What follows belongs to an exercise in optimizing a design on an open flow for small area; a production flow would make more cautious choices. No functional check of the RTL was part of any run shown here. Power figures rest on the tool's default switching activity, not on a simulated workload.

===== design/flow/run.sh =====
#!/bin/bash
# synth_recipe.tcl (not shown) runs the flow's synth.tcl, then flattens the netlist and writes it again
# the make line also repeats each setting of config.mk as NAME=value (left out here)
make -C /OpenROAD-flow-scripts/flow DESIGN_CONFIG=/design/flow/config.mk WORK_HOME=/design/flow/orfs CLKGATE_MAP_FILE= SYNTH_SCRIPT=/design/flow/synth_recipe.tcl finish

===== design/flow/config.mk =====
export PLATFORM = sky130hd
export DESIGN_NAME = lms_filter
export DESIGN_NICKNAME = lms_filter
export VERILOG_FILES = /design/flow/design.v
export SDC_FILE = /design/flow/constraint.sdc
export NUM_CORES = 8
export LEC_CHECK = 0
export CAP_MARGIN = 20
export CORE_MARGIN = 2
export CORE_UTILIZATION = 70
export CTS_BUF_LIST = sky130_fd_sc_hd__clkbuf_8
export CTS_CLUSTER_DIAMETER = 50
export CTS_CLUSTER_SIZE = 20
export PLACE_DENSITY = 0.8
export SLEW_MARGIN = 20

===== design/flow/design.v =====
`timescale 1ns/1ps
module lms_filter #(
    parameter DW = 16,
    parameter M  = 32,
    parameter MU = 16'd32     
)(
    input wire clk,
    input wire rst_n,
    input wire signed [DW-1:0] pcm_in,
    input wire pcm_valid,
    input wire speech,
    output reg signed [DW-1:0] pcm_out,
    output reg pcm_out_valid
);
reg [DW-1:0] dr [0:M-1];    
reg [DW-1:0] wr [0:M-1];    
reg [4:0] ph;               
reg clr;                    
reg pend;                   
reg [DW-1:0] xb;            
reg spb, spf;               
reg s0, upd, dot;           
reg [DW-1:0] ex;            
reg [21:0] acc;             
wire [DW-1:0] dh = dr[M-1];
wire [DW-1:0] wh = wr[M-1];
wire [DW-1:0] mb = upd ? pcm_out : (wh & {DW{s0 | dot}});
wire [9:0]  zl = acc[9:0];                         
wire [11:0] zm = acc[21:10] | (wh[11:0] & {12{upd}});
wire [3:0]  zh = wh[15:12];
wire [40:0] r;
wire one0_0 = mb[0] ^ 1'b0;
wire two0_1 = (mb[1] & ~mb[0] & ~1'b0) | (~mb[1] & mb[0] & 1'b0);
wire pp0_0_2 = (one0_0 & ex[0]) ^ mb[1];
wire pp0_1_3 = ((one0_0 & ex[1]) | (two0_1 & ex[0])) ^ mb[1];
wire pp0_2_4 = ((one0_0 & ex[2]) | (two0_1 & ex[1])) ^ mb[1];
wire pp0_3_5 = ((one0_0 & ex[3]) | (two0_1 & ex[2])) ^ mb[1];
wire pp0_4_6 = ((one0_0 & ex[4]) | (two0_1 & ex[3])) ^ mb[1];
wire pp0_5_7 = ((one0_0 & ex[5]) | (two0_1 & ex[4])) ^ mb[1];
wire pp0_6_8 = ((one0_0 & ex[6]) | (two0_1 & ex[5])) ^ mb[1];
wire pp0_7_9 = ((one0_0 & ex[7]) | (two0_1 & ex[6])) ^ mb[1];
wire pp0_8_10 = ((one0_0 & ex[8]) | (two0_1 & ex[7])) ^ mb[1];
wire pp0_9_11 = ((one0_0 & ex[9]) | (two0_1 & ex[8])) ^ mb[1];
wire pp0_10_12 = ((one0_0 & ex[10]) | (two0_1 & ex[9])) ^ mb[1];
wire pp0_11_13 = ((one0_0 & ex[11]) | (two0_1 & ex[10])) ^ mb[1];
wire pp0_12_14 = ((one0_0 & ex[12]) | (two0_1 & ex[11])) ^ mb[1];
wire pp0_13_15 = ((one0_0 & ex[13]) | (two0_1 & ex[12])) ^ mb[1];
wire pp0_14_16 = ((one0_0 & ex[14]) | (two0_1 & ex[13])) ^ mb[1];
wire pp0_15_17 = ((one0_0 & ex[15]) | (two0_1 & ex[14])) ^ mb[1];
wire pp0_16_18 = ((one0_0 & ex[15]) | (two0_1 & ex[15])) ^ mb[1];
wire ppn0_19 = ~pp0_16_18;
wire one1_20 = mb[2] ^ mb[1];
wire two1_21 = (mb[3] & ~mb[2] & ~mb[1]) | (~mb[3] & mb[2] & mb[1]);
wire pp1_0_22 = (one1_20 & ex[0]) ^ mb[3];
wire pp1_1_23 = ((one1_20 & ex[1]) | (two1_21 & ex[0])) ^ mb[3];
wire pp1_2_24 = ((one1_20 & ex[2]) | (two1_21 & ex[1])) ^ mb[3];
wire pp1_3_25 = ((one1_20 & ex[3]) | (two1_21 & ex[2])) ^ mb[3];
wire pp1_4_26 = ((one1_20 & ex[4]) | (two1_21 & ex[3])) ^ mb[3];
wire pp1_5_27 = ((one1_20 & ex[5]) | (two1_21 & ex[4])) ^ mb[3];
wire pp1_6_28 = ((one1_20 & ex[6]) | (two1_21 & ex[5])) ^ mb[3];
wire pp1_7_29 = ((one1_20 & ex[7]) | (two1_21 & ex[6])) ^ mb[3];
wire pp1_8_30 = ((one1_20 & ex[8]) | (two1_21 & ex[7])) ^ mb[3];
wire pp1_9_31 = ((one1_20 & ex[9]) | (two1_21 & ex[8])) ^ mb[3];
wire pp1_10_32 = ((one1_20 & ex[10]) | (two1_21 & ex[9])) ^ mb[3];
wire pp1_11_33 = ((one1_20 & ex[11]) | (two1_21 & ex[10])) ^ mb[3];
wire pp1_12_34 = ((one1_20 & ex[12]) | (two1_21 & ex[11])) ^ mb[3];
wire pp1_13_35 = ((one1_20 & ex[13]) | (two1_21 & ex[12])) ^ mb[3];
wire pp1_14_36 = ((one1_20 & ex[14]) | (two1_21 & ex[13])) ^ mb[3];
wire pp1_15_37 = ((one1_20 & ex[15]) | (two1_21 & ex[14])) ^ mb[3];
wire pp1_16_38 = ((one1_20 & ex[15]) | (two1_21 & ex[15])) ^ mb[3];
wire ppn1_39 = ~pp1_16_38;
wire one2_40 = mb[4] ^ mb[3];
wire two2_41 = (mb[5] & ~mb[4] & ~mb[3]) | (~mb[5] & mb[4] & mb[3]);
wire pp2_0_42 = (one2_40 & ex[0]) ^ mb[5];
wire pp2_1_43 = ((one2_40 & ex[1]) | (two2_41 & ex[0])) ^ mb[5];
wire pp2_2_44 = ((one2_40 & ex[2]) | (two2_41 & ex[1])) ^ mb[5];
wire pp2_3_45 = ((one2_40 & ex[3]) | (two2_41 & ex[2])) ^ mb[5];
wire pp2_4_46 = ((one2_40 & ex[4]) | (two2_41 & ex[3])) ^ mb[5];
wire pp2_5_47 = ((one2_40 & ex[5]) | (two2_41 & ex[4])) ^ mb[5];
wire pp2_6_48 = ((one2_40 & ex[6]) | (two2_41 & ex[5])) ^ mb[5];
wire pp2_7_49 = ((one2_40 & ex[7]) | (two2_41 & ex[6])) ^ mb[5];
wire pp2_8_50 = ((one2_40 & ex[8]) | (two2_41 & ex[7])) ^ mb[5];
wire pp2_9_51 = ((one2_40 & ex[9]) | (two2_41 & ex[8])) ^ mb[5];
wire pp2_10_52 = ((one2_40 & ex[10]) | (two2_41 & ex[9])) ^ mb[5];
wire pp2_11_53 = ((one2_40 & ex[11]) | (two2_41 & ex[10])) ^ mb[5];
wire pp2_12_54 = ((one2_40 & ex[12]) | (two2_41 & ex[11])) ^ mb[5];
wire pp2_13_55 = ((one2_40 & ex[13]) | (two2_41 & ex[12])) ^ mb[5];
wire pp2_14_56 = ((one2_40 & ex[14]) | (two2_41 & ex[13])) ^ mb[5];
wire pp2_15_57 = ((one2_40 & ex[15]) | (two2_41 & ex[14])) ^ mb[5];
wire pp2_16_58 = ((one2_40 & ex[15]) | (two2_41 & ex[15])) ^ mb[5];
wire ppn2_59 = ~pp2_16_58;
wire one3_60 = mb[6] ^ mb[5];
wire two3_61 = (mb[7] & ~mb[6] & ~mb[5]) | (~mb[7] & mb[6] & mb[5]);
wire pp3_0_62 = (one3_60 & ex[0]) ^ mb[7];
wire pp3_1_63 = ((one3_60 & ex[1]) | (two3_61 & ex[0])) ^ mb[7];
wire pp3_2_64 = ((one3_60 & ex[2]) | (two3_61 & ex[1])) ^ mb[7];
wire pp3_3_65 = ((one3_60 & ex[3]) | (two3_61 & ex[2])) ^ mb[7];
wire pp3_4_66 = ((one3_60 & ex[4]) | (two3_61 & ex[3])) ^ mb[7];
wire pp3_5_67 = ((one3_60 & ex[5]) | (two3_61 & ex[4])) ^ mb[7];
wire pp3_6_68 = ((one3_60 & ex[6]) | (two3_61 & ex[5])) ^ mb[7];
wire pp3_7_69 = ((one3_60 & ex[7]) | (two3_61 & ex[6])) ^ mb[7];
wire pp3_8_70 = ((one3_60 & ex[8]) | (two3_61 & ex[7])) ^ mb[7];
wire pp3_9_71 = ((one3_60 & ex[9]) | (two3_61 & ex[8])) ^ mb[7];
wire pp3_10_72 = ((one3_60 & ex[10]) | (two3_61 & ex[9])) ^ mb[7];
wire pp3_11_73 = ((one3_60 & ex[11]) | (two3_61 & ex[10])) ^ mb[7];
wire pp3_12_74 = ((one3_60 & ex[12]) | (two3_61 & ex[11])) ^ mb[7];
wire pp3_13_75 = ((one3_60 & ex[13]) | (two3_61 & ex[12])) ^ mb[7];
wire pp3_14_76 = ((one3_60 & ex[14]) | (two3_61 & ex[13])) ^ mb[7];
wire pp3_15_77 = ((one3_60 & ex[15]) | (two3_61 & ex[14])) ^ mb[7];
wire pp3_16_78 = ((one3_60 & ex[15]) | (two3_61 & ex[15])) ^ mb[7];
wire ppn3_79 = ~pp3_16_78;
wire one4_80 = mb[8] ^ mb[7];
wire two4_81 = (mb[9] & ~mb[8] & ~mb[7]) | (~mb[9] & mb[8] & mb[7]);
wire pp4_0_82 = (one4_80 & ex[0]) ^ mb[9];
wire pp4_1_83 = ((one4_80 & ex[1]) | (two4_81 & ex[0])) ^ mb[9];
wire pp4_2_84 = ((one4_80 & ex[2]) | (two4_81 & ex[1])) ^ mb[9];
wire pp4_3_85 = ((one4_80 & ex[3]) | (two4_81 & ex[2])) ^ mb[9];
wire pp4_4_86 = ((one4_80 & ex[4]) | (two4_81 & ex[3])) ^ mb[9];
wire pp4_5_87 = ((one4_80 & ex[5]) | (two4_81 & ex[4])) ^ mb[9];
wire pp4_6_88 = ((one4_80 & ex[6]) | (two4_81 & ex[5])) ^ mb[9];
wire pp4_7_89 = ((one4_80 & ex[7]) | (two4_81 & ex[6])) ^ mb[9];
wire pp4_8_90 = ((one4_80 & ex[8]) | (two4_81 & ex[7])) ^ mb[9];
wire pp4_9_91 = ((one4_80 & ex[9]) | (two4_81 & ex[8])) ^ mb[9];
wire pp4_10_92 = ((one4_80 & ex[10]) | (two4_81 & ex[9])) ^ mb[9];
wire pp4_11_93 = ((one4_80 & ex[11]) | (two4_81 & ex[10])) ^ mb[9];
wire pp4_12_94 = ((one4_80 & ex[12]) | (two4_81 & ex[11])) ^ mb[9];
wire pp4_13_95 = ((one4_80 & ex[13]) | (two4_81 & ex[12])) ^ mb[9];
wire pp4_14_96 = ((one4_80 & ex[14]) | (two4_81 & ex[13])) ^ mb[9];
wire pp4_15_97 = ((one4_80 & ex[15]) | (two4_81 & ex[14])) ^ mb[9];
wire pp4_16_98 = ((one4_80 & ex[15]) | (two4_81 & ex[15])) ^ mb[9];
wire ppn4_99 = ~pp4_16_98;
wire one5_100 = mb[10] ^ mb[9];
wire two5_101 = (mb[11] & ~mb[10] & ~mb[9]) | (~mb[11] & mb[10] & mb[9]);
wire pp5_0_102 = (one5_100 & ex[0]) ^ mb[11];
wire pp5_1_103 = ((one5_100 & ex[1]) | (two5_101 & ex[0])) ^ mb[11];
wire pp5_2_104 = ((one5_100 & ex[2]) | (two5_101 & ex[1])) ^ mb[11];
wire pp5_3_105 = ((one5_100 & ex[3]) | (two5_101 & ex[2])) ^ mb[11];
wire pp5_4_106 = ((one5_100 & ex[4]) | (two5_101 & ex[3])) ^ mb[11];
wire pp5_5_107 = ((one5_100 & ex[5]) | (two5_101 & ex[4])) ^ mb[11];
wire pp5_6_108 = ((one5_100 & ex[6]) | (two5_101 & ex[5])) ^ mb[11];
wire pp5_7_109 = ((one5_100 & ex[7]) | (two5_101 & ex[6])) ^ mb[11];
wire pp5_8_110 = ((one5_100 & ex[8]) | (two5_101 & ex[7])) ^ mb[11];
wire pp5_9_111 = ((one5_100 & ex[9]) | (two5_101 & ex[8])) ^ mb[11];
wire pp5_10_112 = ((one5_100 & ex[10]) | (two5_101 & ex[9])) ^ mb[11];
wire pp5_11_113 = ((one5_100 & ex[11]) | (two5_101 & ex[10])) ^ mb[11];
wire pp5_12_114 = ((one5_100 & ex[12]) | (two5_101 & ex[11])) ^ mb[11];
wire pp5_13_115 = ((one5_100 & ex[13]) | (two5_101 & ex[12])) ^ mb[11];
wire pp5_14_116 = ((one5_100 & ex[14]) | (two5_101 & ex[13])) ^ mb[11];
wire pp5_15_117 = ((one5_100 & ex[15]) | (two5_101 & ex[14])) ^ mb[11];
wire pp5_16_118 = ((one5_100 & ex[15]) | (two5_101 & ex[15])) ^ mb[11];
wire ppn5_119 = ~pp5_16_118;
wire one6_120 = mb[12] ^ mb[11];
wire two6_121 = (mb[13] & ~mb[12] & ~mb[11]) | (~mb[13] & mb[12] & mb[11]);
wire pp6_0_122 = (one6_120 & ex[0]) ^ mb[13];
wire pp6_1_123 = ((one6_120 & ex[1]) | (two6_121 & ex[0])) ^ mb[13];
wire pp6_2_124 = ((one6_120 & ex[2]) | (two6_121 & ex[1])) ^ mb[13];
wire pp6_3_125 = ((one6_120 & ex[3]) | (two6_121 & ex[2])) ^ mb[13];
wire pp6_4_126 = ((one6_120 & ex[4]) | (two6_121 & ex[3])) ^ mb[13];
wire pp6_5_127 = ((one6_120 & ex[5]) | (two6_121 & ex[4])) ^ mb[13];
wire pp6_6_128 = ((one6_120 & ex[6]) | (two6_121 & ex[5])) ^ mb[13];
wire pp6_7_129 = ((one6_120 & ex[7]) | (two6_121 & ex[6])) ^ mb[13];
wire pp6_8_130 = ((one6_120 & ex[8]) | (two6_121 & ex[7])) ^ mb[13];
wire pp6_9_131 = ((one6_120 & ex[9]) | (two6_121 & ex[8])) ^ mb[13];
wire pp6_10_132 = ((one6_120 & ex[10]) | (two6_121 & ex[9])) ^ mb[13];
wire pp6_11_133 = ((one6_120 & ex[11]) | (two6_121 & ex[10])) ^ mb[13];
wire pp6_12_134 = ((one6_120 & ex[12]) | (two6_121 & ex[11])) ^ mb[13];
wire pp6_13_135 = ((one6_120 & ex[13]) | (two6_121 & ex[12])) ^ mb[13];
wire pp6_14_136 = ((one6_120 & ex[14]) | (two6_121 & ex[13])) ^ mb[13];
wire pp6_15_137 = ((one6_120 & ex[15]) | (two6_121 & ex[14])) ^ mb[13];
wire pp6_16_138 = ((one6_120 & ex[15]) | (two6_121 & ex[15])) ^ mb[13];
wire ppn6_139 = ~pp6_16_138;
wire one7_140 = mb[14] ^ mb[13];
wire two7_141 = (mb[15] & ~mb[14] & ~mb[13]) | (~mb[15] & mb[14] & mb[13]);
wire pp7_0_142 = (one7_140 & ex[0]) ^ mb[15];
wire pp7_1_143 = ((one7_140 & ex[1]) | (two7_141 & ex[0])) ^ mb[15];
wire pp7_2_144 = ((one7_140 & ex[2]) | (two7_141 & ex[1])) ^ mb[15];
wire pp7_3_145 = ((one7_140 & ex[3]) | (two7_141 & ex[2])) ^ mb[15];
wire pp7_4_146 = ((one7_140 & ex[4]) | (two7_141 & ex[3])) ^ mb[15];
wire pp7_5_147 = ((one7_140 & ex[5]) | (two7_141 & ex[4])) ^ mb[15];
wire pp7_6_148 = ((one7_140 & ex[6]) | (two7_141 & ex[5])) ^ mb[15];
wire pp7_7_149 = ((one7_140 & ex[7]) | (two7_141 & ex[6])) ^ mb[15];
wire pp7_8_150 = ((one7_140 & ex[8]) | (two7_141 & ex[7])) ^ mb[15];
wire pp7_9_151 = ((one7_140 & ex[9]) | (two7_141 & ex[8])) ^ mb[15];
wire pp7_10_152 = ((one7_140 & ex[10]) | (two7_141 & ex[9])) ^ mb[15];
wire pp7_11_153 = ((one7_140 & ex[11]) | (two7_141 & ex[10])) ^ mb[15];
wire pp7_12_154 = ((one7_140 & ex[12]) | (two7_141 & ex[11])) ^ mb[15];
wire pp7_13_155 = ((one7_140 & ex[13]) | (two7_141 & ex[12])) ^ mb[15];
wire pp7_14_156 = ((one7_140 & ex[14]) | (two7_141 & ex[13])) ^ mb[15];
wire pp7_15_157 = ((one7_140 & ex[15]) | (two7_141 & ex[14])) ^ mb[15];
wire pp7_16_158 = ((one7_140 & ex[15]) | (two7_141 & ex[15])) ^ mb[15];
wire ppn7_159 = ~pp7_16_158;
wire fs160 = mb[3] ^ pp0_2_4 ^ pp1_0_22;
wire fc161 = (mb[3] & pp0_2_4) | (pp1_0_22 & (mb[3] ^ pp0_2_4));
wire fs162 = pp0_3_5 ^ pp1_1_23 ^ fc161;
wire fc163 = (pp0_3_5 & pp1_1_23) | (fc161 & (pp0_3_5 ^ pp1_1_23));
wire fs164 = mb[5] ^ pp0_4_6 ^ pp1_2_24;
wire fc165 = (mb[5] & pp0_4_6) | (pp1_2_24 & (mb[5] ^ pp0_4_6));
wire fs166 = pp2_0_42 ^ fs164 ^ fc163;
wire fc167 = (pp2_0_42 & fs164) | (fc163 & (pp2_0_42 ^ fs164));
wire fs168 = pp0_5_7 ^ pp1_3_25 ^ pp2_1_43;
wire fc169 = (pp0_5_7 & pp1_3_25) | (pp2_1_43 & (pp0_5_7 ^ pp1_3_25));
wire fs170 = fc165 ^ fs168 ^ fc167;
wire fc171 = (fc165 & fs168) | (fc167 & (fc165 ^ fs168));
wire fs172 = mb[7] ^ pp0_6_8 ^ pp1_4_26;
wire fc173 = (mb[7] & pp0_6_8) | (pp1_4_26 & (mb[7] ^ pp0_6_8));
wire fs174 = pp2_2_44 ^ pp3_0_62 ^ fc169;
wire fc175 = (pp2_2_44 & pp3_0_62) | (fc169 & (pp2_2_44 ^ pp3_0_62));
wire fs176 = fs172 ^ fs174 ^ fc171;
wire fc177 = (fs172 & fs174) | (fc171 & (fs172 ^ fs174));
wire fs178 = pp0_7_9 ^ pp1_5_27 ^ pp2_3_45;
wire fc179 = (pp0_7_9 & pp1_5_27) | (pp2_3_45 & (pp0_7_9 ^ pp1_5_27));
wire fs180 = pp3_1_63 ^ fc173 ^ fs178;
wire fc181 = (pp3_1_63 & fc173) | (fs178 & (pp3_1_63 ^ fc173));
wire fs182 = fc175 ^ fs180 ^ fc177;
wire fc183 = (fc175 & fs180) | (fc177 & (fc175 ^ fs180));
wire fs184 = mb[9] ^ pp0_8_10 ^ pp1_6_28;
wire fc185 = (mb[9] & pp0_8_10) | (pp1_6_28 & (mb[9] ^ pp0_8_10));
wire fs186 = pp2_4_46 ^ pp3_2_64 ^ pp4_0_82;
wire fc187 = (pp2_4_46 & pp3_2_64) | (pp4_0_82 & (pp2_4_46 ^ pp3_2_64));
wire fs188 = fc179 ^ fs184 ^ fs186;
wire fc189 = (fc179 & fs184) | (fs186 & (fc179 ^ fs184));
wire fs190 = fc181 ^ fs188 ^ fc183;
wire fc191 = (fc181 & fs188) | (fc183 & (fc181 ^ fs188));
wire fs192 = pp0_9_11 ^ pp1_7_29 ^ pp2_5_47;
wire fc193 = (pp0_9_11 & pp1_7_29) | (pp2_5_47 & (pp0_9_11 ^ pp1_7_29));
wire fs194 = pp3_3_65 ^ pp4_1_83 ^ fc185;
wire fc195 = (pp3_3_65 & pp4_1_83) | (fc185 & (pp3_3_65 ^ pp4_1_83));
wire fs196 = fc187 ^ fs192 ^ fs194;
wire fc197 = (fc187 & fs192) | (fs194 & (fc187 ^ fs192));
wire fs198 = fc189 ^ fs196 ^ fc191;
wire fc199 = (fc189 & fs196) | (fc191 & (fc189 ^ fs196));
wire fs200 = mb[11] ^ pp0_10_12 ^ pp1_8_30;
wire fc201 = (mb[11] & pp0_10_12) | (pp1_8_30 & (mb[11] ^ pp0_10_12));
wire fs202 = pp2_6_48 ^ pp3_4_66 ^ pp4_2_84;
wire fc203 = (pp2_6_48 & pp3_4_66) | (pp4_2_84 & (pp2_6_48 ^ pp3_4_66));
wire fs204 = pp5_0_102 ^ fc193 ^ fs200;
wire fc205 = (pp5_0_102 & fc193) | (fs200 & (pp5_0_102 ^ fc193));
wire fs206 = fs202 ^ fc195 ^ fs204;
wire fc207 = (fs202 & fc195) | (fs204 & (fs202 ^ fc195));
wire fs208 = fc197 ^ fs206 ^ fc199;
wire fc209 = (fc197 & fs206) | (fc199 & (fc197 ^ fs206));
wire fs210 = pp0_11_13 ^ pp1_9_31 ^ pp2_7_49;
wire fc211 = (pp0_11_13 & pp1_9_31) | (pp2_7_49 & (pp0_11_13 ^ pp1_9_31));
wire fs212 = pp3_5_67 ^ pp4_3_85 ^ pp5_1_103;
wire fc213 = (pp3_5_67 & pp4_3_85) | (pp5_1_103 & (pp3_5_67 ^ pp4_3_85));
wire fs214 = fc201 ^ fc203 ^ fs210;
wire fc215 = (fc201 & fc203) | (fs210 & (fc201 ^ fc203));
wire fs216 = fs212 ^ fc205 ^ fs214;
wire fc217 = (fs212 & fc205) | (fs214 & (fs212 ^ fc205));
wire fs218 = fc207 ^ fs216 ^ fc209;
wire fc219 = (fc207 & fs216) | (fc209 & (fc207 ^ fs216));
wire fs220 = mb[13] ^ pp0_12_14 ^ pp1_10_32;
wire fc221 = (mb[13] & pp0_12_14) | (pp1_10_32 & (mb[13] ^ pp0_12_14));
wire fs222 = pp2_8_50 ^ pp3_6_68 ^ pp4_4_86;
wire fc223 = (pp2_8_50 & pp3_6_68) | (pp4_4_86 & (pp2_8_50 ^ pp3_6_68));
wire fs224 = pp5_2_104 ^ pp6_0_122 ^ fc211;
wire fc225 = (pp5_2_104 & pp6_0_122) | (fc211 & (pp5_2_104 ^ pp6_0_122));
wire fs226 = fc213 ^ fs220 ^ fs222;
wire fc227 = (fc213 & fs220) | (fs222 & (fc213 ^ fs220));
wire fs228 = fs224 ^ fc215 ^ fs226;
wire fc229 = (fs224 & fc215) | (fs226 & (fs224 ^ fc215));
wire fs230 = fc217 ^ fs228 ^ fc219;
wire fc231 = (fc217 & fs228) | (fc219 & (fc217 ^ fs228));
wire fs232 = pp0_13_15 ^ pp1_11_33 ^ pp2_9_51;
wire fc233 = (pp0_13_15 & pp1_11_33) | (pp2_9_51 & (pp0_13_15 ^ pp1_11_33));
wire fs234 = pp3_7_69 ^ pp4_5_87 ^ pp5_3_105;
wire fc235 = (pp3_7_69 & pp4_5_87) | (pp5_3_105 & (pp3_7_69 ^ pp4_5_87));
wire fs236 = pp6_1_123 ^ fc221 ^ fc223;
wire fc237 = (pp6_1_123 & fc221) | (fc223 & (pp6_1_123 ^ fc221));
wire fs238 = fs232 ^ fs234 ^ fc225;
wire fc239 = (fs232 & fs234) | (fc225 & (fs232 ^ fs234));
wire fs240 = fs236 ^ fc227 ^ fs238;
wire fc241 = (fs236 & fc227) | (fs238 & (fs236 ^ fc227));
wire fs242 = fc229 ^ fs240 ^ fc231;
wire fc243 = (fc229 & fs240) | (fc231 & (fc229 ^ fs240));
wire fs244 = mb[15] ^ pp0_14_16 ^ pp1_12_34;
wire fc245 = (mb[15] & pp0_14_16) | (pp1_12_34 & (mb[15] ^ pp0_14_16));
wire fs246 = pp2_10_52 ^ pp3_8_70 ^ pp4_6_88;
wire fc247 = (pp2_10_52 & pp3_8_70) | (pp4_6_88 & (pp2_10_52 ^ pp3_8_70));
wire fs248 = pp5_4_106 ^ pp6_2_124 ^ pp7_0_142;
wire fc249 = (pp5_4_106 & pp6_2_124) | (pp7_0_142 & (pp5_4_106 ^ pp6_2_124));
wire fs250 = fc233 ^ fc235 ^ fs244;
wire fc251 = (fc233 & fc235) | (fs244 & (fc233 ^ fc235));
wire fs252 = fs246 ^ fs248 ^ fc237;
wire fc253 = (fs246 & fs248) | (fc237 & (fs246 ^ fs248));
wire fs254 = fs250 ^ fc239 ^ fs252;
wire fc255 = (fs250 & fc239) | (fs252 & (fs250 ^ fc239));
wire fs256 = fc241 ^ fs254 ^ fc243;
wire fc257 = (fc241 & fs254) | (fc243 & (fc241 ^ fs254));
wire fs258 = zl[0] ^ pp0_15_17 ^ pp1_13_35;
wire fc259 = (zl[0] & pp0_15_17) | (pp1_13_35 & (zl[0] ^ pp0_15_17));
wire fs260 = pp2_11_53 ^ pp3_9_71 ^ pp4_7_89;
wire fc261 = (pp2_11_53 & pp3_9_71) | (pp4_7_89 & (pp2_11_53 ^ pp3_9_71));
wire fs262 = pp5_5_107 ^ pp6_3_125 ^ pp7_1_143;
wire fc263 = (pp5_5_107 & pp6_3_125) | (pp7_1_143 & (pp5_5_107 ^ pp6_3_125));
wire fs264 = fc245 ^ fc247 ^ fc249;
wire fc265 = (fc245 & fc247) | (fc249 & (fc245 ^ fc247));
wire fs266 = fs258 ^ fs260 ^ fs262;
wire fc267 = (fs258 & fs260) | (fs262 & (fs258 ^ fs260));
wire fs268 = fs264 ^ fc251 ^ fs266;
wire fc269 = (fs264 & fc251) | (fs266 & (fs264 ^ fc251));
wire fs270 = fc253 ^ fs268 ^ fc255;
wire fc271 = (fc253 & fs268) | (fc255 & (fc253 ^ fs268));
wire fs272 = 1'b1 ^ zl[1] ^ pp1_14_36;
wire fc273 = (1'b1 & zl[1]) | (pp1_14_36 & (1'b1 ^ zl[1]));
wire fs274 = pp2_12_54 ^ pp3_10_72 ^ pp4_8_90;
wire fc275 = (pp2_12_54 & pp3_10_72) | (pp4_8_90 & (pp2_12_54 ^ pp3_10_72));
wire fs276 = pp5_6_108 ^ pp6_4_126 ^ pp7_2_144;
wire fc277 = (pp5_6_108 & pp6_4_126) | (pp7_2_144 & (pp5_6_108 ^ pp6_4_126));
wire fs278 = ppn0_19 ^ fc259 ^ fc261;
wire fc279 = (ppn0_19 & fc259) | (fc261 & (ppn0_19 ^ fc259));
wire fs280 = fc263 ^ fs272 ^ fs274;
wire fc281 = (fc263 & fs272) | (fs274 & (fc263 ^ fs272));
wire fs282 = fs276 ^ fc265 ^ fs278;
wire fc283 = (fs276 & fc265) | (fs278 & (fs276 ^ fc265));
wire fs284 = fc267 ^ fs280 ^ fc269;
wire fc285 = (fc267 & fs280) | (fc269 & (fc267 ^ fs280));
wire fs286 = fs282 ^ fs284 ^ fc271;
wire fc287 = (fs282 & fs284) | (fc271 & (fs282 ^ fs284));
wire fs288 = 1'b1 ^ zl[2] ^ pp1_15_37;
wire fc289 = (1'b1 & zl[2]) | (pp1_15_37 & (1'b1 ^ zl[2]));
wire fs290 = pp2_13_55 ^ pp3_11_73 ^ pp4_9_91;
wire fc291 = (pp2_13_55 & pp3_11_73) | (pp4_9_91 & (pp2_13_55 ^ pp3_11_73));
wire fs292 = pp5_7_109 ^ pp6_5_127 ^ pp7_3_145;
wire fc293 = (pp5_7_109 & pp6_5_127) | (pp7_3_145 & (pp5_7_109 ^ pp6_5_127));
wire fs294 = fc273 ^ fc275 ^ fc277;
wire fc295 = (fc273 & fc275) | (fc277 & (fc273 ^ fc275));
wire fs296 = fs288 ^ fs290 ^ fs292;
wire fc297 = (fs288 & fs290) | (fs292 & (fs288 ^ fs290));
wire fs298 = fc279 ^ fs294 ^ fc281;
wire fc299 = (fc279 & fs294) | (fc281 & (fc279 ^ fs294));
wire fs300 = fs296 ^ fc283 ^ fs298;
wire fc301 = (fs296 & fc283) | (fs298 & (fs296 ^ fc283));
wire fs302 = fc285 ^ fs300 ^ fc287;
wire fc303 = (fc285 & fs300) | (fc287 & (fc285 ^ fs300));
wire fs304 = zl[3] ^ pp2_14_56 ^ pp3_12_74;
wire fc305 = (zl[3] & pp2_14_56) | (pp3_12_74 & (zl[3] ^ pp2_14_56));
wire fs306 = pp4_10_92 ^ pp5_8_110 ^ pp6_6_128;
wire fc307 = (pp4_10_92 & pp5_8_110) | (pp6_6_128 & (pp4_10_92 ^ pp5_8_110));
wire fs308 = pp7_4_146 ^ ppn1_39 ^ fc289;
wire fc309 = (pp7_4_146 & ppn1_39) | (fc289 & (pp7_4_146 ^ ppn1_39));
wire fs310 = fc291 ^ fc293 ^ fs304;
wire fc311 = (fc291 & fc293) | (fs304 & (fc291 ^ fc293));
wire fs312 = fs306 ^ fc295 ^ fs308;
wire fc313 = (fs306 & fc295) | (fs308 & (fs306 ^ fc295));
wire fs314 = fc297 ^ fs310 ^ fc299;
wire fc315 = (fc297 & fs310) | (fc299 & (fc297 ^ fs310));
wire fs316 = fs312 ^ fc301 ^ fs314;
wire fc317 = (fs312 & fc301) | (fs314 & (fs312 ^ fc301));
wire fs318 = 1'b1 ^ zl[4] ^ pp2_15_57;
wire fc319 = (1'b1 & zl[4]) | (pp2_15_57 & (1'b1 ^ zl[4]));
wire fs320 = pp3_13_75 ^ pp4_11_93 ^ pp5_9_111;
wire fc321 = (pp3_13_75 & pp4_11_93) | (pp5_9_111 & (pp3_13_75 ^ pp4_11_93));
wire fs322 = pp6_7_129 ^ pp7_5_147 ^ fc305;
wire fc323 = (pp6_7_129 & pp7_5_147) | (fc305 & (pp6_7_129 ^ pp7_5_147));
wire fs324 = fc307 ^ fs318 ^ fs320;
wire fc325 = (fc307 & fs318) | (fs320 & (fc307 ^ fs318));
wire fs326 = fc309 ^ fs322 ^ fc311;
wire fc327 = (fc309 & fs322) | (fc311 & (fc309 ^ fs322));
wire fs328 = fs324 ^ fc313 ^ fs326;
wire fc329 = (fs324 & fc313) | (fs326 & (fs324 ^ fc313));
wire fs330 = fc315 ^ fs328 ^ fc317;
wire fc331 = (fc315 & fs328) | (fc317 & (fc315 ^ fs328));
wire fs332 = zl[5] ^ pp3_14_76 ^ pp4_12_94;
wire fc333 = (zl[5] & pp3_14_76) | (pp4_12_94 & (zl[5] ^ pp3_14_76));
wire fs334 = pp5_10_112 ^ pp6_8_130 ^ pp7_6_148;
wire fc335 = (pp5_10_112 & pp6_8_130) | (pp7_6_148 & (pp5_10_112 ^ pp6_8_130));
wire fs336 = ppn2_59 ^ fc319 ^ fc321;
wire fc337 = (ppn2_59 & fc319) | (fc321 & (ppn2_59 ^ fc319));
wire fs338 = fs332 ^ fs334 ^ fc323;
wire fc339 = (fs332 & fs334) | (fc323 & (fs332 ^ fs334));
wire fs340 = fs336 ^ fc325 ^ fs338;
wire fc341 = (fs336 & fc325) | (fs338 & (fs336 ^ fc325));
wire fs342 = fc327 ^ fs340 ^ fc329;
wire fc343 = (fc327 & fs340) | (fc329 & (fc327 ^ fs340));
wire fs344 = 1'b1 ^ zl[6] ^ pp3_15_77;
wire fc345 = (1'b1 & zl[6]) | (pp3_15_77 & (1'b1 ^ zl[6]));
wire fs346 = pp4_13_95 ^ pp5_11_113 ^ pp6_9_131;
wire fc347 = (pp4_13_95 & pp5_11_113) | (pp6_9_131 & (pp4_13_95 ^ pp5_11_113));
wire fs348 = pp7_7_149 ^ fc333 ^ fc335;
wire fc349 = (pp7_7_149 & fc333) | (fc335 & (pp7_7_149 ^ fc333));
wire fs350 = fs344 ^ fs346 ^ fc337;
wire fc351 = (fs344 & fs346) | (fc337 & (fs344 ^ fs346));
wire fs352 = fs348 ^ fc339 ^ fs350;
wire fc353 = (fs348 & fc339) | (fs350 & (fs348 ^ fc339));
wire fs354 = fc341 ^ fs352 ^ fc343;
wire fc355 = (fc341 & fs352) | (fc343 & (fc341 ^ fs352));
wire fs356 = zl[7] ^ pp4_14_96 ^ pp5_12_114;
wire fc357 = (zl[7] & pp4_14_96) | (pp5_12_114 & (zl[7] ^ pp4_14_96));
wire fs358 = pp6_10_132 ^ pp7_8_150 ^ ppn3_79;
wire fc359 = (pp6_10_132 & pp7_8_150) | (ppn3_79 & (pp6_10_132 ^ pp7_8_150));
wire fs360 = fc345 ^ fc347 ^ fs356;
wire fc361 = (fc345 & fc347) | (fs356 & (fc345 ^ fc347));
wire fs362 = fs358 ^ fc349 ^ fs360;
wire fc363 = (fs358 & fc349) | (fs360 & (fs358 ^ fc349));
wire fs364 = fc351 ^ fs362 ^ fc353;
wire fc365 = (fc351 & fs362) | (fc353 & (fc351 ^ fs362));
wire fs366 = 1'b1 ^ zl[8] ^ pp4_15_97;
wire fc367 = (1'b1 & zl[8]) | (pp4_15_97 & (1'b1 ^ zl[8]));
wire fs368 = pp5_13_115 ^ pp6_11_133 ^ pp7_9_151;
wire fc369 = (pp5_13_115 & pp6_11_133) | (pp7_9_151 & (pp5_13_115 ^ pp6_11_133));
wire fs370 = fc357 ^ fs366 ^ fs368;
wire fc371 = (fc357 & fs366) | (fs368 & (fc357 ^ fs366));
wire fs372 = fc359 ^ fc361 ^ fs370;
wire fc373 = (fc359 & fc361) | (fs370 & (fc359 ^ fc361));
wire fs374 = fc363 ^ fs372 ^ fc365;
wire fc375 = (fc363 & fs372) | (fc365 & (fc363 ^ fs372));
wire fs376 = zl[9] ^ pp5_14_116 ^ pp6_12_134;
wire fc377 = (zl[9] & pp5_14_116) | (pp6_12_134 & (zl[9] ^ pp5_14_116));
wire fs378 = pp7_10_152 ^ ppn4_99 ^ fc367;
wire fc379 = (pp7_10_152 & ppn4_99) | (fc367 & (pp7_10_152 ^ ppn4_99));
wire fs380 = fc369 ^ fs376 ^ fs378;
wire fc381 = (fc369 & fs376) | (fs378 & (fc369 ^ fs376));
wire fs382 = fc371 ^ fc373 ^ fs380;
wire fc383 = (fc371 & fc373) | (fs380 & (fc371 ^ fc373));
wire fs384 = 1'b1 ^ zm[0] ^ pp5_15_117;
wire fc385 = (1'b1 & zm[0]) | (pp5_15_117 & (1'b1 ^ zm[0]));
wire fs386 = pp6_13_135 ^ pp7_11_153 ^ fc377;
wire fc387 = (pp6_13_135 & pp7_11_153) | (fc377 & (pp6_13_135 ^ pp7_11_153));
wire fs388 = fs384 ^ fc379 ^ fs386;
wire fc389 = (fs384 & fc379) | (fs386 & (fs384 ^ fc379));
wire fs390 = fc381 ^ fs388 ^ fc383;
wire fc391 = (fc381 & fs388) | (fc383 & (fc381 ^ fs388));
wire fs392 = zm[1] ^ pp6_14_136 ^ pp7_12_154;
wire fc393 = (zm[1] & pp6_14_136) | (pp7_12_154 & (zm[1] ^ pp6_14_136));
wire fs394 = ppn5_119 ^ fc385 ^ fs392;
wire fc395 = (ppn5_119 & fc385) | (fs392 & (ppn5_119 ^ fc385));
wire fs396 = fc387 ^ fs394 ^ fc389;
wire fc397 = (fc387 & fs394) | (fc389 & (fc387 ^ fs394));
wire fs398 = 1'b1 ^ zm[2] ^ pp6_15_137;
wire fc399 = (1'b1 & zm[2]) | (pp6_15_137 & (1'b1 ^ zm[2]));
wire fs400 = pp7_13_155 ^ fc393 ^ fs398;
wire fc401 = (pp7_13_155 & fc393) | (fs398 & (pp7_13_155 ^ fc393));
wire fs402 = fc395 ^ fs400 ^ fc397;
wire fc403 = (fc395 & fs400) | (fc397 & (fc395 ^ fs400));
wire fs404 = zm[3] ^ pp7_14_156 ^ ppn6_139;
wire fc405 = (zm[3] & pp7_14_156) | (ppn6_139 & (zm[3] ^ pp7_14_156));
wire fs406 = fc399 ^ fs404 ^ fc401;
wire fc407 = (fc399 & fs404) | (fc401 & (fc399 ^ fs404));
wire fs408 = 1'b1 ^ zm[4] ^ pp7_15_157;
wire fc409 = (1'b1 & zm[4]) | (pp7_15_157 & (1'b1 ^ zm[4]));
wire fs410 = fs408 ^ fc405 ^ fc407;
wire fc411 = (fs408 & fc405) | (fc407 & (fs408 ^ fc405));
wire fs412 = zm[5] ^ ppn7_159 ^ fc409;
wire fc413 = (zm[5] & ppn7_159) | (fc409 & (zm[5] ^ ppn7_159));
wire fs414 = 1'b1 ^ zm[6] ^ fc413;
wire fc415 = (1'b1 & zm[6]) | (fc413 & (1'b1 ^ zm[6]));
wire fs416 = 1'b1 ^ zm[7] ^ fc415;
wire fc417 = (1'b1 & zm[7]) | (fc415 & (1'b1 ^ zm[7]));
wire fs418 = 1'b1 ^ zm[8] ^ fc417;
wire fc419 = (1'b1 & zm[8]) | (fc417 & (1'b1 ^ zm[8]));
wire fs420 = 1'b1 ^ zm[9] ^ fc419;
wire fc421 = (1'b1 & zm[9]) | (fc419 & (1'b1 ^ zm[9]));
wire fs422 = 1'b1 ^ zm[10] ^ fc421;
wire fc423 = (1'b1 & zm[10]) | (fc421 & (1'b1 ^ zm[10]));
wire fs424 = 1'b1 ^ zm[11] ^ fc423;
wire fc425 = (1'b1 & zm[11]) | (fc423 & (1'b1 ^ zm[11]));
wire fs426 = 1'b1 ^ zh[0] ^ fc425;
wire fc427 = (1'b1 & zh[0]) | (fc425 & (1'b1 ^ zh[0]));
wire fs428 = 1'b1 ^ zh[1] ^ fc427;
wire fc429 = (1'b1 & zh[1]) | (fc427 & (1'b1 ^ zh[1]));
wire fs430 = 1'b1 ^ zh[2] ^ fc429;
wire fc431 = (1'b1 & zh[2]) | (fc429 & (1'b1 ^ zh[2]));
wire fs432 = 1'b1 ^ zh[3] ^ fc431;
wire fc433 = (1'b1 & zh[3]) | (fc431 & (1'b1 ^ zh[3]));
wire rs434 = mb[1] ^ pp0_0_2;
wire rc435 = mb[1] & pp0_0_2;
wire rs436 = pp0_1_3 ^ rc435;
wire rc437 = pp0_1_3 & rc435;
wire rs438 = fs160 ^ rc437;
wire rc439 = fs160 & rc437;
wire rs440 = fs162 ^ rc439;
wire rc441 = fs162 & rc439;
wire rs442 = fs166 ^ rc441;
wire rc443 = fs166 & rc441;
wire rs444 = fs170 ^ rc443;
wire rc445 = fs170 & rc443;
wire rs446 = fs176 ^ rc445;
wire rc447 = fs176 & rc445;
wire rs448 = fs182 ^ rc447;
wire rc449 = fs182 & rc447;
wire rs450 = fs190 ^ rc449;
wire rc451 = fs190 & rc449;
wire rs452 = fs198 ^ rc451;
wire rc453 = fs198 & rc451;
wire rs454 = fs208 ^ rc453;
wire rc455 = fs208 & rc453;
wire rs456 = fs218 ^ rc455;
wire rc457 = fs218 & rc455;
wire rs458 = fs230 ^ rc457;
wire rc459 = fs230 & rc457;
wire rs460 = fs242 ^ rc459;
wire rc461 = fs242 & rc459;
wire rs462 = fs256 ^ rc461;
wire rc463 = fs256 & rc461;
wire rs464 = fs270 ^ fc257 ^ rc463;
wire rc465 = (fs270 & fc257) | (rc463 & (fs270 ^ fc257));
wire rs466 = fs286 ^ rc465;
wire rc467 = fs286 & rc465;
wire rs468 = fs302 ^ rc467;
wire rc469 = fs302 & rc467;
wire rs470 = fs316 ^ fc303 ^ rc469;
wire rc471 = (fs316 & fc303) | (rc469 & (fs316 ^ fc303));
wire rs472 = fs330 ^ rc471;
wire rc473 = fs330 & rc471;
wire rs474 = fs342 ^ fc331 ^ rc473;
wire rc475 = (fs342 & fc331) | (rc473 & (fs342 ^ fc331));
wire rs476 = fs354 ^ rc475;
wire rc477 = fs354 & rc475;
wire rs478 = fs364 ^ fc355 ^ rc477;
wire rc479 = (fs364 & fc355) | (rc477 & (fs364 ^ fc355));
wire rs480 = fs374 ^ rc479;
wire rc481 = fs374 & rc479;
wire rs482 = fs382 ^ fc375 ^ rc481;
wire rc483 = (fs382 & fc375) | (rc481 & (fs382 ^ fc375));
wire rs484 = fs390 ^ rc483;
wire rc485 = fs390 & rc483;
wire rs486 = fs396 ^ fc391 ^ rc485;
wire rc487 = (fs396 & fc391) | (rc485 & (fs396 ^ fc391));
wire rs488 = fs402 ^ rc487;
wire rc489 = fs402 & rc487;
wire rs490 = fs406 ^ fc403 ^ rc489;
wire rc491 = (fs406 & fc403) | (rc489 & (fs406 ^ fc403));
wire rs492 = fs410 ^ rc491;
wire rc493 = fs410 & rc491;
wire rs494 = fs412 ^ fc411 ^ rc493;
wire rc495 = (fs412 & fc411) | (rc493 & (fs412 ^ fc411));
wire rs496 = fs414 ^ rc495;
wire rc497 = fs414 & rc495;
wire rs498 = fs416 ^ rc497;
wire rc499 = fs416 & rc497;
wire rs500 = fs418 ^ rc499;
wire rc501 = fs418 & rc499;
wire rs502 = fs420 ^ rc501;
wire rc503 = fs420 & rc501;
wire rs504 = fs422 ^ rc503;
wire rc505 = fs422 & rc503;
wire rs506 = fs424 ^ rc505;
wire rc507 = fs424 & rc505;
wire rs508 = fs426 ^ rc507;
wire rc509 = fs426 & rc507;
wire rs510 = fs428 ^ rc509;
wire rc511 = fs428 & rc509;
wire rs512 = fs430 ^ rc511;
wire rc513 = fs430 & rc511;
wire rs514 = fs432 ^ rc513;
wire rc515 = fs432 & rc513;
assign r = {rs514, rs512, rs510, rs508, rs506, rs504, rs502, rs500, rs498, rs496, rs494, rs492, rs490, rs488, rs486, rs484, rs482, rs480, rs478, rs476, rs474, rs472, rs470, rs468, rs466, rs464, rs462, rs460, rs458, rs456, rs454, rs452, rs450, rs448, rs446, rs444, rs442, rs440, rs438, rs436, rs434};
wire [21:0] asum = r[36:15];
wire ovp = ~asum[21] & (|asum[20:15]);
wire ovn = asum[21] & ~(&asum[20:15]);
wire [16:0] sc;             
wire [15:0] eraw;
wire [16:0] ic;             
wire [15:0] einc;
assign sc[0] = 1'b1;
assign ic[0] = 1'b1;
genvar g;
generate for (g = 0; g < 16; g = g + 1) begin : esub
    wire nb = ~asum[g];
    assign eraw[g] = ex[g] ^ nb ^ sc[g];
    assign sc[g+1] = (ex[g] & nb) | (sc[g] & (ex[g] ^ nb));
    assign einc[g] = ex[g] ^ ic[g];
    assign ic[g+1] = ex[g] & ic[g];
end endgenerate
wire [15:0] e = ovp ? (einc ^ 16'h8000) : ovn ? (ex ^ 16'h8000) : eraw;
wire [DW-1:0] din = (s0 | upd) ? ex : (dh & {DW{~clr}});
wire [DW-1:0] win = (upd & ~spf) ? r[40:25] : (wh & {DW{~clr}});
wire start = (ph == 5'd31) & pend & ~upd;
integer i;
always @(posedge clk) begin
    for (i = M-1; i > 0; i = i - 1) begin
        dr[i] <= dr[i-1];
        wr[i] <= wr[i-1];
    end
    dr[0] <= din;
    wr[0] <= win;
    ex <= (ph == 5'd31) ? xb : dh;
    if (pcm_valid) begin
        xb <= pcm_in;
        spb <= speech;
    end
    if (start) spf <= spb;
    if (s0) pcm_out <= e;
    acc <= r[36:15] & {22{~(s0 | upd | clr)}};
end
always @(posedge clk or negedge rst_n) begin
    if (!rst_n) begin
        ph <= 0; clr <= 1; pend <= 0;
        s0 <= 0; upd <= 0; dot <= 0;
        pcm_out_valid <= 0;
    end else begin
        ph <= ph + 5'd1;
        if (ph == 5'd31) clr <= 0;
        if (pcm_valid) pend <= 1;
        else if (start) pend <= 0;
        s0 <= start;
        upd <= s0 | (upd & (ph != 5'd0));
        dot <= (upd & (ph == 5'd0)) | (dot & (ph != 5'd31));
        pcm_out_valid <= s0;
    end
end
endmodule

===== design/flow/constraint.sdc =====
create_clock -name core_clock -period 14.0 [get_ports {clk}]
set_input_delay 2.8000 -clock core_clock [delete_from_list [all_inputs] [get_ports {clk}]]
set_output_delay 2.8000 -clock core_clock [all_outputs]
set_load 0.01 [all_outputs]

==> results.yml, run 1 <==
floorplan:
  io_pins: 37
  core_region_area_um2: 45400
  die_x_um: 219
  row_count: 78
  initial_core_util: 0.710
  dieArea_um2: 47700
  die_h_um: 219
clocking:
  insertion_delay_ns: 0.70
  cts_buffers: 74
  clk_path_buf_depth: 3
  clk_pin_slew_ns: 0.11
  cts_tree: "built"
  cts-root-buf: "clkbuf_8"
  htreeDepth: 3
  cts.hold.buffers_added: 0
  cts.sinks: 1107
cells_and_area:
  nets: 2668
  layout-drive-gt1-share: 0.106
  utilization: 0.768
  synthToLayoutAreaGrowth_pct: 8.13
  n_antenna_cell: 0
  fillers: 2605
routing:
  wl_per_cell_um: 21.7
  ant_nets: 0
  wl_um: 67000
  drc: 0
  drtIter0Drc: 1733
  vias_per_cell: 5.66
  vias: 17469
  firstDrtPassIters: 6
setup_path:
  crit_path_end_kind: "flop"
  rr_endpoint: "pcm_out[9]"
  reg2reg_depth: 48
  cpMostUsedCell: "ha_1"
  path_max_fanout: 14
  crit_start: "s0"
  r2r_slack_ns: 0.40
  cpPeakStageDelay_ns: 0.46
  start_kind: "flop"
  cp_data_required_time_ns: 14.44
  r2r-start: "s0"
  critPathArrivalTime_ns: 14.04
  cp-endpoint: "pcm_out[9]"
  critical_path_class: "flop to flop"
  critPathSlowestCell: "dfrtp_2"
power_and_ir_drop:
  powerDensity_nw_per_um2: 136
  p_leak_nw: 14.7
  vdd_drop_max_v: 0.000134
placement:
  place_congestion: 0.956
  io_buffers: 36
  post-dp-hpwl_um: 46100
synthesis:
  netlist-cell-type-count: 63
  async_flop_share: 0.00994
  syn-num-nets: 2613
  syn-instance-count: 2401
  yosysTopAreaCell: "dfxtp_1"
  synth_seq_cells: 1107
  yosys-top-cells-area: "dfxtp_1, fa_1, edfxtp_1"
  synth_warnings: 3
  synth_area_um2: 32200
  synth-edff-count: 34
  synth_top_area_frac: 0.660
  ys_seq_area_frac: 0.700
  synth-main-ff-cell: "dfxtp_1"
  synth.avg_cell_area_um2: 13.4
timing:
  relSlewSlack: 0.273
  worst_pin_slew_ns: 1.09
  period_share: 0.971
  setup_viol: 0
  hold_violations: 0
  fmax_mhz: 73.5
  fin_setup_tns_ns: 0
  final-max-slew-violation-count: 0
  fin_skew_ns: 0.0433
  fin_crit_ns: 13.60
  holdWs_ns: 0.308
worst_hold_path:
  min_path_type: "flop to flop"
global_routing:
  globalRouteTotalUtil: 0.293
  grt_start_max_net_pins: 40
  overflow: 0
  grt_pass1_wl_um: 104000
  grt_pass1_vias: 17867
  antenna_found_initial: 0
run_status:
  status: "timing/DRC/antenna clean"
flow_run:
  drv_cap: 0
-- placed cells by master, fill, tap and decap left out, types with 46 or more instances in the layout --
master | synthesis | routed
nor2_1 | 96 | 94
inv_1 | 105 | 117
a22oi_1 | 94 | 93
ha_1 | 52 | 51
clkbuf_8 | 0 | 76
nand3_1 | 136 | 135
nand4_1 | 46 | 46
fa_1 | 140 | 130
a21oi_1 | 67 | 64
nand2_1 | 128 | 128
dfxtp_1 | 1062 | 1062
buf_4 | 5 | 76
-- flip-flops by register name (all words and copies together), names as in the netlist --
name,count
acc,22
pend,1
s0,1
pcm_out_valid,1
clr,1
ex,16
upd,1
dr,512
dot,1
ph,5
spf,1
wr,512
pcm_out,16
spb,1
xb,16
-- worst min-delay path by stage --
| stage | start | endpoint | cells past startpoint |
|---|---|---|---|
| 3_3_place_gp | wr[11][12] | wr[12][12] | 0 |
| 5_1_grt | dr[3][0] | dr[4][0] | 0 |
| 3_5_place_dp | dr[18][10] | dr[19][10] | 0 |
| 2_1_floorplan | dr[9][0] | dr[10][0] | 0 |
| 6_report | wr[0][11] | wr[1][11] | 0 |
| 4_1_cts | wr[19][10] | wr[20][10] | 0 |
-- logic make-up (layout without fill, tap and decap cells) --
family          count (synthesis)  in the layout  synth area share
compound gates                282            282            0.0639
xor+xnor                       18             18           0.00688
fa+ha+maj                     193            193             0.108
mux                            27             27           0.00901
simple gates                  525            525            0.0800
flops                        1107           1107             0.700
buf+inv                       249            337            0.0323
-- cells in the mapped netlist (3+ instances only) --
cell type,instances
fa_1,140
a21oi_1,67
inv_1,105
a21o_1,5
xnor2_1,9
o21ai_0,36
buf_1,4
a32oi_1,3
a22oi_1,94
a22oi_2,4
nor2_1,96
clkbuf_1,79
xnor2_2,6
buf_4,5
nand3b_1,12
nor3_1,23
and3_1,27
nor2_2,7
nand4_1,46
and2_1,11
nor4_1,5
a22o_1,17
a31oi_1,6
mux2i_1,11
o31ai_1,7
nand2b_1,19
o21a_1,3
buf_2,45
inv_2,6
dfrtp_1,10
a22o_4,3
nand2_1,128
ha_1,52
o22a_1,15
nand3_1,136
a211oi_1,5
and4_1,5
a22oi_4,8
buf_6,4
edfxtp_1,34
mux2_2,16
dfxtp_1,1062
-- critical path, delay by kind of cell, from the launching register on --
| kind | cells | cell delay, ns |
|---|---|---|
| xor gates and xnor gates | 1 | 0.14 |
| AOI/OAI and AO/OA | 4 | 0.74 |
| DFF | 1 | 0.46 |
| and+or+nand+nor | 6 | 0.71 |
| adders and majority gates | 34 | 10.83 |
| buffers and inverters | 3 | 0.51 |
-- final cells by class --
class / instances / area [um^2] / share of cell area
clock buffers: 76 / 1050 / 0.0300
flip-flops and latches: 1107 / 22600 / 0.648
clock inverters: 33 / 345 / 0.00991
repair buffers: 117 / 991 / 0.0285
well taps: 600 / 751 / 0.0216
multi-input cells: 1045 / 8720 / 0.250
inverters: 111 / 417 / 0.0120
-- where the power goes --
part / internal [mW] / switching, mW
logic: 0.00468 / 0.00331
clock network: 0.575 / 0.960
registers: 3.19 / 0.00741
-- per-stage QoR --
stage               worst slack [ns]  area [um^2]  std cells  power, mW
floorplan                     0.0392        32200       2401       3.26
global placement              0.0304        33200       2971       3.27
detailed placement            -0.285        33200       2971       3.28
CTS                           0.0312        34600       3081       4.77
global route                -0.00920        34800       3089       4.88
finish                         0.403        34800       3089       4.74
-- metal layers --
layer / part of all wire / up-vias / GRT usage / wire length, um
li1: - / 8032 / - / -
met1: 0.41 / 8417 / 0.397 / 27700
met2: 0.46 / 805 / 0.457 / 30900
met3: 0.079 / 215 / 0.0603 / 5260
met4: 0.046 / 0 / 0.137 / 3110
met5: 0 / - / 0 / 0
-- timing repair --
action,in CTS,in global routing
pin swaps,0,10
gates resized for setup,3,33
setup endpoints to repair,16,19
hold endpoints to repair,0,0
setup buffers,1,8
==> run 2: changes to the inputs <==
--- a/design/flow/config.mk
+++ b/design/flow/config.mk
@@ -7,3 +7,3 @@
 export LEC_CHECK = 0
-export CAP_MARGIN = 20
+export CAP_MARGIN = 0
 export CORE_MARGIN = 2
@@ -14,2 +14,2 @@
 export PLACE_DENSITY = 0.8
-export SLEW_MARGIN = 20
+export SLEW_MARGIN = 0
==> run 2 against run 1 <==
Net effect: sequential cell count unchanged; non-clock buffer count unchanged; routed wire length about the same; first-iteration DRC count fell by 0.35%; global-route usage unchanged; clock power hardly changed; synthesized area stayed put; power hardly changed; critical endpoint is now pcm_out[12]; clock skew fell by 0.00073 ns.
==> results.yml, run 2 <==
run_status:
  status: "timing/DRC/antenna clean"
setup_path:
  critPathSlowestCell: "fa_1"
  critPathArrivalTime_ns: 14.01
  cpPeakStageDelay_ns: 0.48
  crit_family: "adder cells"
  path_max_fanout: 11
  cp_data_required_time_ns: 14.46
  critPathBufInv: 2
  critical_path_class: "flop to flop"
  cpMostUsedCell: "ha_1"
  crit_start: "s0"
  crit_path_end_kind: "flop"
  r2r-start: "s0"
  start_kind: "flop"
global_routing:
  grt_pass1_wl_um: 104000
  use_met1: 0.397
  globalRouteTotalUtil: 0.293
  grt_use_met3: 0.0603
  grt_start_max_net_pins: 40
  grt_pass1_vias: 17867
  busiest_layer: "met2"
  antenna_found_initial: 0
  overflow: 0
  use_met2: 0.457
cells_and_area:
  fillers: 2605
  layout_common_cells: "dfxtp_1, nand3_1, fa_1"
  top_regs: "dr (512), wr (512), acc (22)"
  utilization: 0.768
  final_area_um2: 34800
  nets: 2668
  layout_commonest_cell: "dfxtp_1"
  layout-drive-gt1-share: 0.106
  synthToLayoutAreaGrowth_pct: 8.15
power_and_ir_drop:
  vdd_drop_max_v: 0.000134
  power.internal_mw: 3.77
  pwr-share-clk: 0.324
  pwr-share-comb: 0.002
  sw_frac_of_total: 0.205
  seqPwrFrac: 0.674
  powerDensity_nw_per_um2: 136
  switching_power_mw: 0.971
  p_leak_nw: 14.7
synthesis:
  synth-edff-count: 34
  synth-main-ff-cell: "dfxtp_1"
  yosysTopAreaCell: "dfxtp_1"
  async_flop_share: 0.00994
  synth.avg_cell_area_um2: 13.4
  synth_seq_cells: 1107
  yosys-top-cells-area: "dfxtp_1, fa_1, edfxtp_1"
  synth_area_um2: 32200
  syn-instance-count: 2401
  syn-num-nets: 2613
  synth_warnings: 3
  synth.most_common_cell: "dfxtp_1"
  synth_commonest_cells: "dfxtp_1, fa_1, nand3_1"
  synth_top_area_frac: 0.660
  ys_seq_area_frac: 0.700
  netlist-cell-type-count: 63
routing:
  wl_per_cell_um: 21.7
  drtIter0Drc: 1727
  ant_nets: 0
  wl_um: 67000
  drc: 0
  firstDrtPassIters: 6
  vias_per_cell: 5.67
  vias: 17532
clocking:
  cts.sinks: 1107
  insertion_delay_ns: 0.70
  htreeDepth: 3
  cts_tree: "built"
  clk_path_buf_depth: 3
  cts_buffers: 74
  cts-root-buf: "clkbuf_8"
  clk_pin_slew_ns: 0.11
floorplan:
  core_region_area_um2: 45400
  initial_core_util: 0.710
  dieArea_um2: 47700
  row_count: 78
  die_x_um: 219
  die_h_um: 219
  io_pins: 37
timing:
  fin_skew_ns: 0.0425
  setup_viol: 0
  fin_crit_ns: 13.56
  relSlewSlack: 0.165
  worst_pin_slew_ns: 1.25
  final-max-slew-violation-count: 0
  fmax_mhz: 73.8
  period_share: 0.968
  setup_ws_ns: 0.443
  hold_violations: 0
worst_hold_path:
  hp-start: "wr[22][7]"
  min_path_type: "flop to flop"
placement:
  post-dp-hpwl_um: 46100
  pre_cts_ws_ns: -0.285
  placed_area_um2: 33200
  place_congestion: 0.956
  io_buffers: 36
flow_run:
  drv_cap: 0
[run 2: cell counts after synthesis]
Identical to the previous run, type by type.
[run 2: stage by stage]
stage | instances | hold slack, ns | total power [mW] | setup TNS, ns
floorplan | 2401 | 0.310 | 3.26 | 0
global placement | 2971 | 0.309 | 3.27 | 0
detailed placement | 2971 | 0.312 | 3.28 | -3.42
CTS | 3081 | 0.305 | 4.77 | 0
global route | 3089 | 0.323 | 4.88 | -0.153
finish | 3090 | 0.308 | 4.74 | 0
[run 2: final cells by class]
cell class,instances,area [um^2],share of cell area
sequential,1107,22600,0.648
inverter,111,417,0.0120
multi-input combinational,1045,8710,0.250
tap,600,751,0.0216
clock inverter,33,345,0.00991
clock buffer,76,1050,0.0300
antenna,1,2.50,0.0000718
timing repair buffer,117,1000,0.0288
[run 2: worst reg2reg max path: cells and delay by family (launching register included)]
kind,cells,cell delay [ns]
AOI/OAI and AO/OA,4,0.96
buffers and inverters,2,0.39
adders and majority gates,34,10.81
DFF,1,0.46
and+or+nand+nor,7,0.74
[run 2: logic make-up (layout without fill, tap and decap cells)]
logic type / Yosys count / count (layout) / share of synthesized area
DFF: 1107 / 1107 / 0.700
and+or+nand+nor: 525 / 525 / 0.0800
AOI/OAI and AO/OA: 282 / 282 / 0.0639
buffers and inverters: 249 / 337 / 0.0323
adders and majority gates: 193 / 193 / 0.108
muxes: 27 / 27 / 0.00901
xor gates and xnor gates: 18 / 18 / 0.00688
other: 0 / 1 / 0
[run 2: final timing paths]
check / endpoint / slack (ns) / cells past startpoint
max: pcm_out[12] / 0.44 / 47
min: wr[23][7] / 0.31 / 0
max reg2reg: pcm_out[12] / 0.44 / 47
min reg2reg: wr[23][7] / 0.31 / 0
max in group asynchronous: upd / 10.96 / 1
min in group asynchronous: ph[3] / 2.51 / 1
[run 2: what timing repair did]
item / CTS / global route
pin swaps: 0 / 10
hold endpoints to repair: 0 / 0
buffers inserted: 1 / 8
endpoints found under the setup margin: 16 / 19
hold buffers: 0 / 0
resized for setup: 3 / 36
[run 2: power by group through the flow]
stage                     sequential, mW  clock, mW  combinational, mW
after detailed placement            3.27          0            0.00812
after CTS                           3.20       1.57            0.00807
after floorplan                     3.26          0          0.0000604
after global routing                3.20       1.67            0.00846
final                               3.19       1.53            0.00798
after global placement              3.26          0            0.00777
[run 2: metal layers]
layer  vias to the layer above  wire length, um
li1                       8040                -
met2                       838            30900
met1                      8430            27600
met4                         0             3050
met3                       224             5480
met5                         -                0
==> run 3: changes to the inputs <==
==> design/flow/config.mk (replaced) <==
export PLATFORM = sky130hd
export DESIGN_NAME = lms_filter
export DESIGN_NICKNAME = lms_filter
export VERILOG_FILES = /design/flow/design.v
export SDC_FILE = /design/flow/constraint.sdc
export NUM_CORES = 8
export LEC_CHECK = 0
export CAP_MARGIN = 20
export CORE_MARGIN = 2
export CORE_UTILIZATION = 70
export CTS_BUF_LIST = sky130_fd_sc_hd__clkbuf_16
export CTS_CLUSTER_DIAMETER = 60
export CTS_CLUSTER_SIZE = 25
export PLACE_DENSITY = 0.8
export SLEW_MARGIN = 20
==> run 3 against run 2 <==
Net effect: clock power increased by about 20%; register-to-register slack better by 0.02 ns; die area did not move; clock skew rose by 0.00067 ns; cell area up 1.0%; global-route usage is 2.5 points higher; via count rose by 2.5%; clock-buffer cell count is 17 lower; setup slack improved by 0.016 ns; critical endpoint is now wr[0][15].
==> results.yml, run 3 <==
synthesis:
  synth-edff-count: 34
  netlist-cell-type-count: 63
  synth_top_area_frac: 0.660
  synth_seq_cells: 1107
  ys_seq_area_frac: 0.700
  synth_area_um2: 32200
  yosysTopAreaCell: "dfxtp_1"
  synth.avg_cell_area_um2: 13.4
  synth_commonest_cells: "dfxtp_1, fa_1, nand3_1"
  yosys-top-cells-area: "dfxtp_1, fa_1, edfxtp_1"
  synth-main-ff-cell: "dfxtp_1"
  syn-num-nets: 2613
  synth_warnings: 3
  synth.most_common_cell: "dfxtp_1"
  async_flop_share: 0.00994
  syn-instance-count: 2401
routing:
  vias_per_cell: 5.86
  drc: 0
  vias: 17974
  drtIter0Drc: 2144
  ant_nets: 0
  firstDrtPassIters: 7
  wl_per_cell_um: 24.0
  wl_um: 73400
cells_and_area:
  top_regs: "dr (512), wr (512), acc (22)"
  nets: 2650
  layout-drive-gt1-share: 0.0966
  multi_input_area_um2: 8690
  fin_cells: 3066
  fillers: 2469
  seqCellArea_um2: 22600
  layout_commonest_cell: "dfxtp_1"
  utilization: 0.775
  synthToLayoutAreaGrowth_pct: 9.24
  layout_common_cells: "dfxtp_1, nand3_1, nand2_1, fa_1, inv_1"
setup_path:
  cp_data_required_time_ns: 14.52
  reg2reg_depth: 50
  start_kind: "flop"
  rr_endpoint: "wr[0][15]"
  critPathSlowestCell: "fa_1"
  critical_path_class: "flop to flop"
  cpMostUsedCell: "ha_1"
  crit_path_end_kind: "flop"
  cpPeakStageDelay_ns: 0.51
  r2r-start: "s0"
  crit_family: "adder cells"
  r2r_slack_ns: 0.46
  critPathBufInv: 1
  critPathArrivalTime_ns: 14.06
  path_max_fanout: 5
power_and_ir_drop:
  vdd_drop_max_v: 0.000161
  pwr-share-comb: 0.002
  p_leak_nw: 14.8
  powerDensity_nw_per_um2: 143
  pwr-share-clk: 0.364
  sw_frac_of_total: 0.207
  power.internal_mw: 3.99
  seqPwrFrac: 0.635
  switching_power_mw: 1.04
clocking:
  clk_pin_slew_ns: 0.10
  htreeDepth: 2
  cts-root-buf: "clkbuf_16"
  cts_buffers: 58
  cts.sinks: 1107
  cts_tree: "built"
  clk_path_buf_depth: 3
  cts.hold.buffers_added: 0
  insertion_delay_ns: 0.65
timing:
  final-max-slew-violation-count: 0
  period_share: 0.967
  holdWs_ns: 0.313
  fin_crit_ns: 13.54
  relSlewSlack: 0.268
  worst_pin_slew_ns: 1.09
  rsz0062_at_grt: "no"
  hold_violations: 0
  fmax_mhz: 73.9
  fin_setup_tns_ns: 0
  fin_skew_ns: 0.0432
  setup_viol: 0
global_routing:
  overflow: 0
  grt_start_max_net_pins: 40
  globalRouteTotalUtil: 0.318
  grt_pass1_vias: 18672
  grt_pass1_wl_um: 113000
  antenna_found_initial: 1
floorplan:
  initial_core_util: 0.710
  io_pins: 37
  core_region_area_um2: 45400
  die_h_um: 219
  die_x_um: 219
  row_count: 78
  dieArea_um2: 47700
flow_run:
  drv_cap: 0
worst_hold_path:
  min_to: "wr[16][1]"
  min_path_type: "flop to flop"
  whs_path_depth: 0
  hp-start: "wr[15][1]"
run_status:
  status: "timing/DRC/antenna clean"
placement:
  io_buffers: 36
  placed_cells: 2971
  place_congestion: 0.956
  post-dp-hpwl_um: 46100
-- run 3: cell count changes in the layout (fill, tap and decap cells not counted), moves of 3 or more --
cell	before	now
clkbuf_8	76	0
clkbuf_16	0	59
buf_6	6	1
clkinv_16	0	5
buf_4	74	78
ha_1	51	47
ha_2	1	5
inv_8	3	0
-- run 3: kinds of logic (layout without fill, tap and decap cells) --
group / after synthesis / after routing / share of synthesized area
AND/OR/NAND/NOR: 525 / 525 / 0.0800
AO/OA/AOI/OAI: 282 / 282 / 0.0639
buffers and inverters: 249 / 313 / 0.0323
other: 0 / 1 / 0
adder cells (fa/ha/maj): 193 / 193 / 0.108
multiplexers: 27 / 27 / 0.00901
flip-flops: 1107 / 1107 / 0.700
XOR/XNOR: 18 / 18 / 0.00688
-- run 3: worst register-to-register path, delay by kind of cell, from the launching register on --
kind                     cells  cell delay (ns)
AO/OA/AOI/OAI                4             0.70
XOR/XNOR                     1             0.17
adder cells (fa/ha/maj)     37            11.16
buffers and inverters        1             0.15
flip-flops                   1             0.45
AND/OR/NAND/NOR              7             0.80
-- run 3: through the flow --
step	setup WS [ns]	instance area, um^2	power [mW]
floorplan	0.0392	32200	3.26
global placement	0.0304	33200	3.27
detailed placement	-0.285	33200	3.28
CTS	0.0201	35100	5.05
global route	0.0315	35200	5.16
finish	0.459	35200	5.03
-- run 3: layout make-up --
type / instances / share of cell area
multi-input combinational: 1045 / 0.247
clock inverter: 28 / 0.00957
tap: 600 / 0.0213
antenna: 1 / 0.0000711
sequential: 1107 / 0.641
timing repair buffer: 115 / 0.0272
inverter: 111 / 0.0118
clock buffer: 59 / 0.0420
-- run 3: routing by layer --
metal,wire length [um],vias to the layer above,global-route usage
li1,-,7994,-
met1,29100,8735,0.422
met2,34700,966,0.513
met3,6150,277,0.0640
met4,3520,2,0.138
met5,7,-,0
-- run 3: power by group through the flow --
stage          Combinational, mW  Sequential, mW  Clock (mW)
2_1_floorplan          0.0000604            3.26           0
3_3_place_gp             0.00777            3.26           0
3_5_place_dp             0.00812            3.27           0
4_1_cts                  0.00799            3.19        1.85
5_1_grt                  0.00848            3.20        1.96
6_report                 0.00807            3.19        1.83
-- run 3: timing repair --
item	4_1_cts	5_1_grt
endpoints found under the hold margin	0	0
resized for setup	8	18
buffers inserted	3	4
endpoints found under the setup margin	17	18
pin swaps	5	6
-- run 3: worst max-delay path by stage --
stage                     from     endpoint  slack (ns)  cells after the start
final                       s0    wr[0][15]        0.46                     50
after global routing       upd    wr[0][15]        0.03                     50
after global placement     upd   pcm_out[1]        0.03                     46
after floorplan             s0  pcm_out[13]        0.04                     51
after detailed placement   upd   pcm_out[1]       -0.28                     46
after CTS                   s0    wr[0][15]        0.02                     49

==> static timing again, ports no longer ideal <==
How much do the figures lean on ideal ports? The routed layouts below were timed once more, with nothing changed but the port constraints. Step 1: set_driving_cell puts a clkbuf_16 on clk and a buf_2 on each other input, an assumption about the parent block. Step 2 also shifts input and output timing later by t, the mid clock arrival at the registers, as if the neighbouring blocks saw the same clock. Three values: ideal ports, drivers, drivers and shift; two values: the first two.
run	shift t [ns]	setup slack, ns	hold WS [ns]	pins driven straight from the clock port
run 1	0.728	0.403 / 0.403 / 0.403	0.308 / 0.308 / 0.308	1
run 2	0.730	0.443 / 0.443 / 0.443	0.308 / 0.308 / 0.308	1
run 3	0.683	0.459 / 0.459 / 0.459	0.313 / 0.313 / 0.313	1
After both steps setup and hold are still met in every run listed.
